This is an optimization exercise on Yosys and OpenROAD, whose aim is small area, a short achievable clock period and few clock cycles, not a production implementation.
Only simulation tests tie the RTL to the original design; equivalence was not proved.
The flow treats the clock pin as an ideal source, which a real chip does not have.
Power figures rest on the tool's default switching activity, not on a simulated workload.

Design mnist_conv, start of the top module:
module mnist_conv (
    input  wire        clk,
    input  wire        reset,
    input  wire        start,
    output wire        done,
    input  wire [11:0] img_base,
    input  wire [11:0] krn_base,
    input  wire [11:0] dst_base,
    output wire [11:0] img_addr,
    input  wire [15:0] img_rdata,
    output wire [11:0] krn_addr,
    input  wire [15:0] krn_rdata,
    output wire [11:0] dst_addr,
    output wire [15:0] dst_wdata,
    output wire        dst_we
);
Size: roughly 4,600 cells after synthesis, about 1,000 flip-flops, about 54,000 sq um of cells after synthesis.
clock: 8.0 ns
lec_check: 0
abc_clock_period_in_ps: 3000
cap_margin: 20
core_margin: 2
core_utilization: 55
cts_cluster_diameter: 100
cts_cluster_size: 20
slew_margin: 20
standard.sh (not shown) runs the stock make flow with config.mk's settings and CLKGATE_MAP_FILE= SYNTH_SCRIPT=/design/flow/synth_recipe.tcl, a recipe that flattens the netlist after the stock synthesis.
==> flow/flow/run.sh <==
#!/bin/bash
# The standard layout (standard.sh) with these changes:
#  * synthesis skips the early "abc -fast" pass inside Yosys's synth command
#    (synth -noabc).  That pass restructures the full-adder trees before
#    extract_fa runs and leaves many inverters between adder cells; without
#    it extract_fa maps the trees cleanly.  Registers (names, count and cell
#    types) are the same as the standard synthesis: the final abc mapping
#    and dfflibmap are unchanged.
set -euo pipefail
SETUP_MARGIN=5.25
here=$(pwd)
sed 's/yosys synth -nofsm -noshare {\*}\$args/yosys synth -nofsm -noshare -noabc {*}$args/' \
    synth_recipe.tcl > noabc_synth.tcl
grep -q -- '-noshare -noabc' noabc_synth.tcl
sed -e "s|SYNTH_SCRIPT=[^ ]*|SYNTH_SCRIPT=$here/noabc_synth.tcl SETUP_SLACK_MARGIN=$SETUP_MARGIN POST_RESIZE_TCL=$here/flow/post_resize.tcl POST_CTS_TCL=$here/flow/post_cts.tcl|" \
    standard.sh > standard_noabc.sh
grep -q "POST_CTS_TCL=$here/flow/post_cts.tcl" standard_noabc.sh
bash standard_noabc.sh > flow_make.log 2>&1
Other scripts of this flow, unchanged in this note and not shown: flow/flow/ff_drive.tcl, flow/flow/post_cts.tcl, flow/flow/post_resize.tcl
The first run ran to the end with no violations.
Testbench counts at the start, summed over its fixed seeds: cycles 49,416.
Rerun with:
--- a/flow/design.v
+++ b/flow/design.v
@@ -6158,13 +6158,13 @@
     localparam [1:0] MV_R = 2'd0, MV_L = 2'd1, MV_D = 2'd2;
     reg         run, done_r, we_r;
     reg  [11:0] cnt;                 
     reg  [2:0]  ph;                  
     reg  [11:0] ka, ia, da;          
     reg  [15:0] krd_q;               
-    reg  [15:0] pix_q, pix_s0;       
+    reg  [15:0] pix_q, pix_s0, pix_s1;   
     reg         rd_on;               
     assign done     = done_r;
     assign dst_we   = we_r;
     assign krn_addr = ka;
     assign img_addr = ia;
     assign dst_addr = da;
@@ -6183,13 +6183,13 @@
                 cnt <= cnt + 12'd1;
                 ph  <= {ph[1:0], ph[2]};
             end else begin
                 cnt <= {11'd0, go};
                 ph  <= go ? 3'b010 : 3'b001;
             end
-            if (run && cnt == 12'd16) rd_on <= 1'b1;
+            if (run && cnt == 12'd15) rd_on <= 1'b1;
             if (run && cnt == WE_ON) we_r <= 1'b1;
             if (run && cnt == WE_OFF) begin
                 we_r   <= 1'b0;
                 done_r <= 1'b1;
                 run    <= 1'b0;
                 rd_on  <= 1'b0;
@@ -6253,80 +6253,68 @@
                     ring0[j] <= ld_q[j] ? krd_q : ring2[j];
             end
         end
     endgenerate
     reg  [4:0]  rrow, rpos;
     reg  [1:0]  mv_q;
-    localparam [2:0] S_P28 = 3'd0, S_P1 = 3'd1, S_M55 = 3'd2, S_M57 = 3'd3,
-                     S_M59 = 3'd4, S_P26 = 3'd5;
-    reg  [2:0]  jmp_q;
+    reg  [11:0] jmp_q;
     wire        row0     = (rrow == 5'd0);
     wire        row_end  = (rpos == (row0 ? 5'd27 : 5'd25));
     wire [4:0]  n1_row   = row_end ? rrow + 5'd1 : rrow;
     wire        n1_odd   = row_end ? ~rrow[0] : rrow[0];
     wire        n1_first = row_end;                        
     wire        n1_end   = ~row_end & (rpos == (row0 ? 5'd26 : 5'd24));
     wire [1:0]  n1_mv    = n1_first ? MV_D : (n1_odd ? MV_L : MV_R);
-    reg  [2:0]  n1_jmp;
+    reg  [11:0] n1_jmp;
     always @(*) begin
         if (n1_end)
-            n1_jmp = n1_odd ? S_P28 : S_P26;                  
+            n1_jmp = n1_odd ? 12'd28 : 12'd26;                
         else if (n1_odd)                                      
-            n1_jmp = n1_first ? S_M59 : S_M57;
+            n1_jmp = n1_first ? 12'hfc5 : 12'hfc7;            
         else
-            n1_jmp = S_M55;                                   
+            n1_jmp = 12'hfc9;                                 
     end
     wire [1:0]  mv_cur  = mv_q;
-    reg  [2:0]  ia_sc;
     reg  [11:0] ia_step;
-    always @(*) begin
-        case (ia_sc)
-            S_P28:   ia_step = 12'd28;
-            S_P1:    ia_step = 12'd1;
-            S_M55:   ia_step = 12'hfc9;
-            S_M57:   ia_step = 12'hfc7;
-            S_M59:   ia_step = 12'hfc5;
-            default: ia_step = 12'd26;
-        endcase
-    end
     always @(posedge clk) begin
         if (!rd_on) begin
             ia      <= img_base;
             rrow    <= 5'd0;
             rpos    <= 5'd0;
             mv_q    <= MV_R;
-            jmp_q   <= S_M55;
-            ia_sc   <= S_P28;                                 
+            jmp_q   <= 12'hfc9;
+            ia_step <= 12'd28;                                
         end else begin
             ia <= ia + ia_step;
-            if (ph[1])
-                ia_sc <= (n1_mv == MV_D) ? S_P1 : S_P28;
-            else if (ph[2])
-                ia_sc <= (mv_q == MV_D) ? S_P1 : S_P28;
+            if (ph[0])
+                ia_step <= (n1_mv == MV_D) ? 12'd1 : 12'd28;
+            else if (ph[1])
+                ia_step <= (mv_q == MV_D) ? 12'd1 : 12'd28;
             else
-                ia_sc <= jmp_q;
-            if (ph[1]) begin
+                ia_step <= jmp_q;
+            if (ph[0]) begin
                 rrow  <= n1_row;
                 rpos  <= row_end ? 5'd0 : rpos + 5'd1;
                 mv_q  <= n1_mv;
                 jmp_q <= n1_jmp;
             end
         end
     end
     always @(posedge clk) begin
         pix_q  <= img_rdata;
         pix_s0 <= pix_q;
+        pix_s1 <= pix_s0;
     end
-    reg [1:0] mv_d [0:PIPE-1];
+    reg [1:0] mv_d [0:PIPE];
     integer i;
     always @(posedge clk) begin
-        mv_d[0] <= (ph[1] & rd_on) ? mv_cur : mv_d[0];
-        for (i = 1; i <= PIPE - 1; i = i + 1) mv_d[i] <= mv_d[i-1];
+        mv_d[0] <= (ph[0] & rd_on) ? mv_cur : mv_d[0];
+        for (i = 1; i <= PIPE; i = i + 1) mv_d[i] <= mv_d[i-1];
     end
     reg [15:0] win [0:8];
-    wire [15:0] nw0 = pix_s0, nw1 = pix_q, nw2 = img_rdata;
+    wire [15:0] nw0 = pix_s1, nw1 = pix_s0, nw2 = pix_q;
     wire [1:0] mv_w = mv_d[0];
     always @(posedge clk) begin
         if (ph[2]) begin
             case (mv_w)
                 MV_R: begin
                     win[0] <= win[1]; win[1] <= win[2]; win[2] <= nw0;
@@ -6351,13 +6339,13 @@
         .t0(ring0[0]), .t1(ring0[1]), .t2(ring0[2]), .t3(ring0[3]),
         .t4(ring0[4]), .t5(ring0[5]), .t6(ring0[6]), .t7(krd_q),
         .w0(win[0]), .w1(win[1]), .w2(win[2]), .w3(win[3]),
         .w4(win[4]), .w5(win[5]), .w6(win[6]), .w7(win[7]),
         .y(dst_wdata)
     );
-    wire [1:0] mv_o = mv_d[PIPE-1];
+    wire [1:0] mv_o = mv_d[PIPE];
     reg [11:0] da_step;
     always @(*) begin
         case (mv_o)
             MV_R:    da_step = 12'd2745;    
             MV_L:    da_step = 12'd2743;    
             default: da_step = 12'd2770;    
The changed run went through all stages and came out clean.
Synthesized area came out higher slightly.
Total power came out higher by a few percent.
Die area came out higher slightly.
Setup slack hardly moves.
Via count came out higher slightly.
Routed wire length came out higher slightly.
Core utilization came out lower by 0.37 points.
Design area came out higher slightly.
Fmax is about the same.
First-iteration DRC count came out higher by roughly a tenth.
Combinational power came out higher by a few percent.
Clock skew came out higher by 15 ps.
Clock power came out higher slightly.
Testbench counts after the change, summed over its fixed seeds: cycles 49,416.

port drivers added, routing unchanged:
Ports are ideal in the flow. The routed layouts listed here were re-timed in OpenROAD. Step 1 assumes that a clkbuf_16 drives the clock port and a buf_2 every other input. Step 2 moves the port delays by t, midway between the first and last clock arrival at a register: inputs arrive t later, outputs are due t later. That takes back most of the time a late clock gives input paths. a / b / c = ideal / step 1 / step 2; a / b = the first two.
run | shift t [ns] | slack for setup (ns) | worst setup path at the end
the first run | 0.778 | 5.212 / 5.142 / 5.064 | input to register
the second run | 0.774 | 5.214 / 5.137 / 5.106 | input to register
After both steps every run listed still meets setup and hold. For the first run, which loses most, drivers alone change the setup slack by -0.070 ns; drivers and shift together by -0.148 ns.
